This design comes from an exercise in tuning for small area on the open sky130 flow, not from production work.
The RTL was checked by simulation tests, not by an equivalence proof against the original design.
Power is estimated from default activity; no workload was simulated.

## flow/config.mk

```make
export PLATFORM = sky130hd
export DESIGN_NAME = StepCalculatorDataflow
export DESIGN_NICKNAME = StepCalculatorDataflow
export VERILOG_FILES = /design/flow/design.v
export SDC_FILE = /design/flow/constraint.sdc
export NUM_CORES = 4
export LEC_CHECK = 0
export CAP_MARGIN = 20
export CORE_MARGIN = 2
export CORE_UTILIZATION = 40
export SLEW_MARGIN = 20
```

## flow/design.v

```verilog
module StepCalculatorDataflow (
    input wire clk,
    input wire rst,
    input wire [7:0] hr_input,
    input wire [2:0] steps_per_second,
    input wire [7:0] stride_length,
    input wire valid_input,
    output wire [15:0] total_steps,
    output wire [31:0] total_distance,
    output wire [31:0] distance_per_second,
    output wire [7:0] time_elapsed,
    output wire [1:0] heart_rate_classification,
    output wire [7:0] max_heart_rate,
    output wire [31:0] total_calories,
    output wire [31:0] average_heart_rate,
    output wire [1:0] workout_intensity,
    output wire [15:0] speed
);
    reg [6:0] k;         
    reg z;               
    reg flag;            
    reg clr;             
    wire start = valid_input | z;
    always @(posedge clk or posedge rst) begin
        if (rst) begin
            k <= 7'd0;
            z <= 1'b1;
            flag <= 1'b0;
        end else begin
            if (start) begin
                k <= 7'd1;
                z <= 1'b0;
            end else if (k != 7'd0) begin
                k <= (k == 7'd122) ? 7'd0 : k + 7'd1;
                if (k == 7'd122 && !clr)
                    flag <= 1'b1;
            end
        end
    end
    always @(posedge clk)
        if (start) clr <= ~valid_input;
    wire ph_a  = (k >= 7'd1)  && (k <= 7'd32);
    wire ph_ts = (k >= 7'd1)  && (k <= 7'd16);
    wire ph_b  = (k >= 7'd33) && (k <= 7'd64);
    wire ph_b6 = (k >= 7'd33) && (k <= 7'd58);
    wire ph_c  = (k >= 7'd59) && (k <= 7'd90);
    wire ph_d  = (k >= 7'd91) && (k <= 7'd122);
    wire ph_te = (k >= 7'd91) && (k <= 7'd98);
    wire [6:0] ka = k - 7'd1;     
    wire [6:0] kb = k - 7'd33;    
    wire [6:0] kc = k - 7'd59;    
    wire [6:0] kd = k - 7'd91;    
    reg [7:0] h;         
    reg [7:0] w;         
    reg [2:0] s;         
    always @(posedge clk) begin
        if (valid_input) begin
            h <= hr_input;
            w <= stride_length;
        end else begin
            h <= {h[0], h[7:1]};
            w <= {w[0], w[7:1]};
        end
        if (valid_input) s <= steps_per_second;
    end
    wire [2:0] s_e = clr ? 3'd0 : s;
    reg [7:0] mx;
    always @(posedge clk or posedge rst) begin
        if (rst) mx <= 8'd0;
        else if (valid_input && hr_input > mx) mx <= hr_input;
    end
    reg [15:0] ts;
    reg [31:0] td;
    reg [31:0] sum;
    reg [31:0] avg;
    reg [19:0] cal;
    reg [15:0] spd;
    reg [7:0] te;
    reg [7:0] r;
    wire div_first = (k == 7'd1) || (k == 7'd33) || (k == 7'd59);
    wire td_rd  = td[{~ka[3:0], 1'b1}];
    wire sum_rd = sum[{~kc[3:0], 1'b1}];
    wire n_in = ph_a ? td_rd : (ph_c ? sum_rd : avg[31]);
    wire [7:0] dv = ph_b6 ? 8'd125 : te;
    wire [8:0] x9 = {(div_first ? 8'd0 : r), n_in};
    wire [9:0] df = {1'b0, x9} - {2'b0, dv} - {9'd0, ph_c};
    wire q = ~df[9];
    always @(posedge clk)
        r <= q ? df[7:0] : x9[7:0];
    wire spd_ok = flag & (te != 8'd0);
    wire avg_ok = flag & (te != 8'd255);
    reg [7:0] acc;
    reg [3:0] xd;
    reg pb;
    wire a_in = avg[0] & flag;
    wire [8:0] msum = {1'b0, (ka == 7'd0) ? 8'd0 : acc} + {1'b0, a_in ? te : 8'd0};
    wire x_t = msum[0];
    wire x_d = (ka >= 7'd4) ? xd[3] : 1'b0;
    wire b_e = (ka == 7'd0) ? 1'b0 : pb;
    wire p_t = x_d ^ x_t ^ b_e;
    wire b_n = (~x_d & (x_t | b_e)) | (x_t & b_e);
    always @(posedge clk) begin
        if (ph_a) begin
            acc <= msum[8:1];
            xd <= {xd[2:0], x_t};
            pb <= b_n;
        end
    end
    reg cts;
    wire s_bit = (ka == 7'd0) ? s_e[0] : (ka == 7'd1) ? s_e[1] : (ka == 7'd2) ? s_e[2] : 1'b0;
    wire cts_e = (ka == 7'd0) ? 1'b0 : cts;
    wire [1:0] ts_add = (ts[0] & flag) + s_bit + cts_e;
    always @(posedge clk) begin
        if (ph_ts) begin
            ts <= {ts_add[0], ts[15:1]};
            cts <= ts_add[1];
        end
    end
    reg [1:0] ctd;
    wire a0 = s_e[0] & w[0] & (kb < 7'd8);
    wire a1 = s_e[1] & w[7] & (kb >= 7'd1) & (kb <= 7'd8);
    wire a2 = s_e[2] & w[6] & (kb >= 7'd2) & (kb <= 7'd9);
    wire [1:0] ctd_e = (kb == 7'd0) ? 2'd0 : ctd;
    wire [2:0] td_add = (td[0] & flag) + a0 + a1 + a2 + ctd_e;
    always @(posedge clk) begin
        if (ph_a)
            td <= {td[0], td[31:1]};
        else if (ph_b)
            td <= {td_add[0], td[31:1]};
        if (ph_b) ctd <= td_add[2:1];
    end
    always @(posedge clk)
        if (ph_a) spd <= {spd[14:0], q & spd_ok};
    always @(posedge clk) begin
        if (ph_a)
            avg <= {p_t, avg[31:1]};
        else if (ph_b6 || ph_c)
            avg <= {avg[30:0], q & avg_ok};
    end
    always @(posedge clk)
        if (ph_b6) cal <= {cal[18:0], q};
    reg csum;
    wire h_bit = h[6] & (kd < 7'd8) & ~clr;
    wire csum_e = (kd == 7'd0) ? 1'b0 : csum;
    wire [1:0] sum_add = (sum[0] & flag) + h_bit + csum_e;
    always @(posedge clk) begin
        if (ph_c)
            sum <= {sum[0], sum[31:1]};
        else if (ph_d)
            sum <= {sum_add[0], sum[31:1]};
        if (ph_d) csum <= sum_add[1];
    end
    reg cte;
    wire cte_e = (kd == 7'd0) ? 1'b1 : cte;
    always @(posedge clk) begin
        if (ph_te) begin
            te <= {flag & (te[0] ^ cte_e), te[7:1]};
            cte <= te[0] & cte_e;
        end
    end
    assign total_steps = ts;
    assign total_distance = td;
    assign distance_per_second = 32'd0;
    assign time_elapsed = te;
    assign max_heart_rate = mx;
    assign total_calories = {12'd0, cal};
    assign average_heart_rate = avg;
    assign speed = spd;
    assign heart_rate_classification = (hr_input <= 8'd150) ? 2'b00 :
                                       (hr_input <= 8'd180) ? 2'b01 : 2'b10;
    assign workout_intensity = (avg < 32'd120) ? 2'b00 :
                               (avg <= 32'd160) ? 2'b01 : 2'b10;
endmodule
```

## flow/constraint.sdc

```tcl
create_clock -name core_clock -period 90.0 [get_ports {clk}]
set_input_delay 18.0000 -clock core_clock [delete_from_list [all_inputs] [get_ports {clk}]]
set_output_delay 18.0000 -clock core_clock [all_outputs]
set_load 0.01 [all_outputs]
```

## flow/run.sh

```bash
#!/bin/bash
# synth_recipe.tcl (not shown) runs the flow's synth.tcl, then flattens the netlist and writes it again
# the make line also repeats each setting of config.mk as NAME=value (left out here)
make -C /OpenROAD-flow-scripts/flow DESIGN_CONFIG=/design/flow/config.mk WORK_HOME=/design/flow/orfs CLKGATE_MAP_FILE= SYNTH_SCRIPT=/design/flow/synth_recipe.tcl finish
```

==> summary.txt <==
## through the flow
step           utilization [%]  total power [W]  hold slack [ps]  instances  instance area, um2
3_3_place_gp              48.1         0.000239              400       1170               11800
5_1_grt                   51.2         0.000349              424       1216               12500
2_1_floorplan                -         0.000189              400        748               10200
4_1_cts                   51.2         0.000337              420       1216               12500
3_5_place_dp              48.1         0.000240              405       1170               11800
6_report                  51.2         0.000332              419       1216               12500
## worst max-delay path, cell delays in order
cell	delay, ps
clkdlybuf4s50_1	560
nor4bb_1	420
nand4_1	170
a21oi_1	160
o21a_1	130
clkdlybuf4s50_1	530
## final cells by class
type / instances / area, um2
well taps: 324 / 405
clock inverters: 11 / 103
inverters: 35 / 131
multi-input cells: 427 / 3350
clock buffers: 35 / 663
fillers: 2124 / 11900
repair buffers: 165 / 1630
flip-flops and latches: 219 / 6250
## path summary, 6_finish.rpt
kind	endpoint	startpoint	depth (start not counted)
max in group asynchronous	mx[7]	rst	2
hold / removal	sum[27]	sum[28]	0
setup reg to reg	avg[0]	k[0]	14
hold reg to reg	sum[27]	sum[28]	0
setup / recovery	heart_rate_classification[0]	hr_input[7]	6
min in group asynchronous	mx[5]	rst	2
## kinds of logic after synthesis
kind of cell | share of synthesized area [%]
flops | 62.5
simple gates | 9.07
buf+inv | 5.69
compound gates | 5.88
mux | 8.80
fa+ha+maj | 6.31
xor+xnor | 1.66
other cells | 0.0375
## metal layers
| layer | GRT usage [%] | vias to the layer above | wire length (um) |
|---|---|---|---|
| met4 | 4.75 | 2 | 408 |
| li1 | - | 2846 | - |
| met1 | 20.7 | 2962 | 8910 |
| met5 | 0 | - | 16 |
| met3 | 2.86 | 31 | 1100 |
| met2 | 24.2 | 176 | 9380 |
## flip-flops by register name (all words and copies together) (netlist names), 2 cells and up
register	count
mx	8
r	8
ctd	2
ts	16
avg	32
te	8
cal	20
spd	16
w	8
sum	32
s	3
k	7
td	32
h	8
xd	4
acc	8
## layout by cell type (no fill, tap or decap), types with 11 or more instances in the layout
cell,Yosys,final
edfxtp_1,178,178
clkdlybuf4s50_1,0,157
mux2_2,55,55
conb_1,1,45
ha_1,36,36
inv_1,34,34
nand2_1,34,34
clkbuf_16,0,25
dfxtp_1,24,24
nor2_1,23,23
a21oi_1,20,20
nand2b_1,16,16
dfrtp_1,16,16
and2_1,15,15
o21ai_0,13,13
a21o_1,11,11
## cells in the mapped netlist (all sizes together) (2+ instances only)
library cell	instances	area, um2
a211oi	2	15.0
a21o	11	82.6
a21oi	21	109
a221oi	2	30.0
a31oi	4	25.0
and2	17	109
and3	10	62.6
and4	3	26.3
buf	56	397
clkbuf	11	41.3
dfrtp	16	400
dfxtp	24	480
edfxtp	178	5350
fa	9	180
ha	36	450
inv	35	131
mux2	55	619
mux2i	8	80.1
mux4	8	180
nand2	34	128
nand2b	16	100
nand3	8	40.0
nand4	7	43.8
nor2	23	86.3
nor2b	10	62.6
nor3	6	35.0
nor3b	5	37.5
nor4	9	56.3
nor4bb	3	30.0
o21a	9	67.6
o21ai	17	88.8
o21bai	3	22.5
or2	6	37.5
xnor2	10	87.6
xor2	9	78.8
## power by group
| part | total [W] | internal, W | switching (W) | leakage, nW |
|---|---|---|---|---|
| Clock | 0.0000952 | 0.0000570 | 0.0000382 | 0.372 |
| Combinational | 0.0000818 | 0.0000491 | 0.0000326 | 2.32 |
| Sequential | 0.000155 | 0.000137 | 0.0000176 | 2.11 |
| Total | 0.000332 | 0.000244 | 0.0000885 | 4.80 |
==> out/metrics.cfg <==
[die]
die_width_um=162
core_um2=24500
rows=57
die_area_um2=26300
ioPinCount=202
die_h_um=162
start_util_pct=40.9

[clock_network]
cts_tree=built
cts_resized=0
clk_path_buf_depth=3
cts_htree_levels=1
clock_latency_ps=510
numCtsBuffers=25
cts_root_buf=clkbuf_16
clock_sinks=219
hold_buffers=0
clk_pin_slew_ps=60
cts_setup_buffers=0

[routing]
drc=0
totalWireLength_um=19800
final_antenna_net_count=0
post_drt_wl_per_cell_um=16.3
viasPerCell=4.95
dr.pass1.iters=4
dr.first_iter.drc_count=365
num_vias=6017

[grt]
overflow=0
grt_pass1_vias=5735
track_usage_pct=15.0
antenna_found_initial=1
grt_max_degree=38
grt_pass1_wl_um=31600

[placed_design]
pre_cts_slack_ps=52030
place.gp.congestion=0.758
hpwl_um=13500
port_buffers=157

[cells_and_area]
drive_gt1_share_pct=13.3
nNetsFinal=940
syn_to_final_growth_pct=25.4
diodes=0

[run_status]
status=timing/DRC/antenna clean

[yosys]
syn_area_um2=10000
ys.flop_type=edfxtp_1
yosysUniqueCellTypes=68
syn_inst=704
synth-seq-cells=219
syn_area_per_cell_um2=14.2
yosysSeqAreaShare_pct=62.5
synth_edf_count=178
yosys_warnings=1
async_reset_ff_share_pct=7.76

[sta]
maxSlewViolCount=0
max_clock_freq_mhz=26.3
min_period_over_period_pct=42.2
period_minus_slack_ps=37970
rsz0062_at_grt=false
finalSetupTns_ps=0
setup_violations=0
worst-slew-pin-transition_ps=824
layout_setup_ws_ps=52030
slew_headroom_pct=45.1
hold_violations=0
skew_ps=17.3

[critical_path]
path_class=in -> out
worstPathMaxFanout=6
r2r_slack_ps=85000
arrival_ps=19970
crit_path_end_kind=output port
critPathLaunchType=input port
worstPathRequired_ps=72000

[worst_hold_path]
min_path_type=reg -> reg

[power]
ir_drop_v=0.0000149
power.density_nw_per_um2=26.5
p_leak_nw=4.80

[flow_run]
cap_violations=0

[what the ideal ports hide]
Ports are ideal in the flow. The routed layout listed here was re-timed in OpenROAD. Step 1 (the two cells are an assumption about what drives the block):
set clk [get_ports {clk}]
set_driving_cell -lib_cell sky130_fd_sc_hd__clkbuf_16 $clk
set_driving_cell -lib_cell sky130_fd_sc_hd__buf_2 [delete_from_list [all_inputs] $clk]
Step 2 also shifts input and output timing later by t, the mid clock arrival at the registers, as if the neighbouring blocks saw the same clock. Three values: ideal, step 1, step 2; two values: the first two.
t, ns: 0.556
setup WS [ns]: 52.026 / 52.002 / 52.002
worst slew at a driven data input, ns: 0.05
After both steps this run still meets setup and hold. The setup slack of this run moves by -0.024 ns with the drivers and by -0.024 ns with both steps.
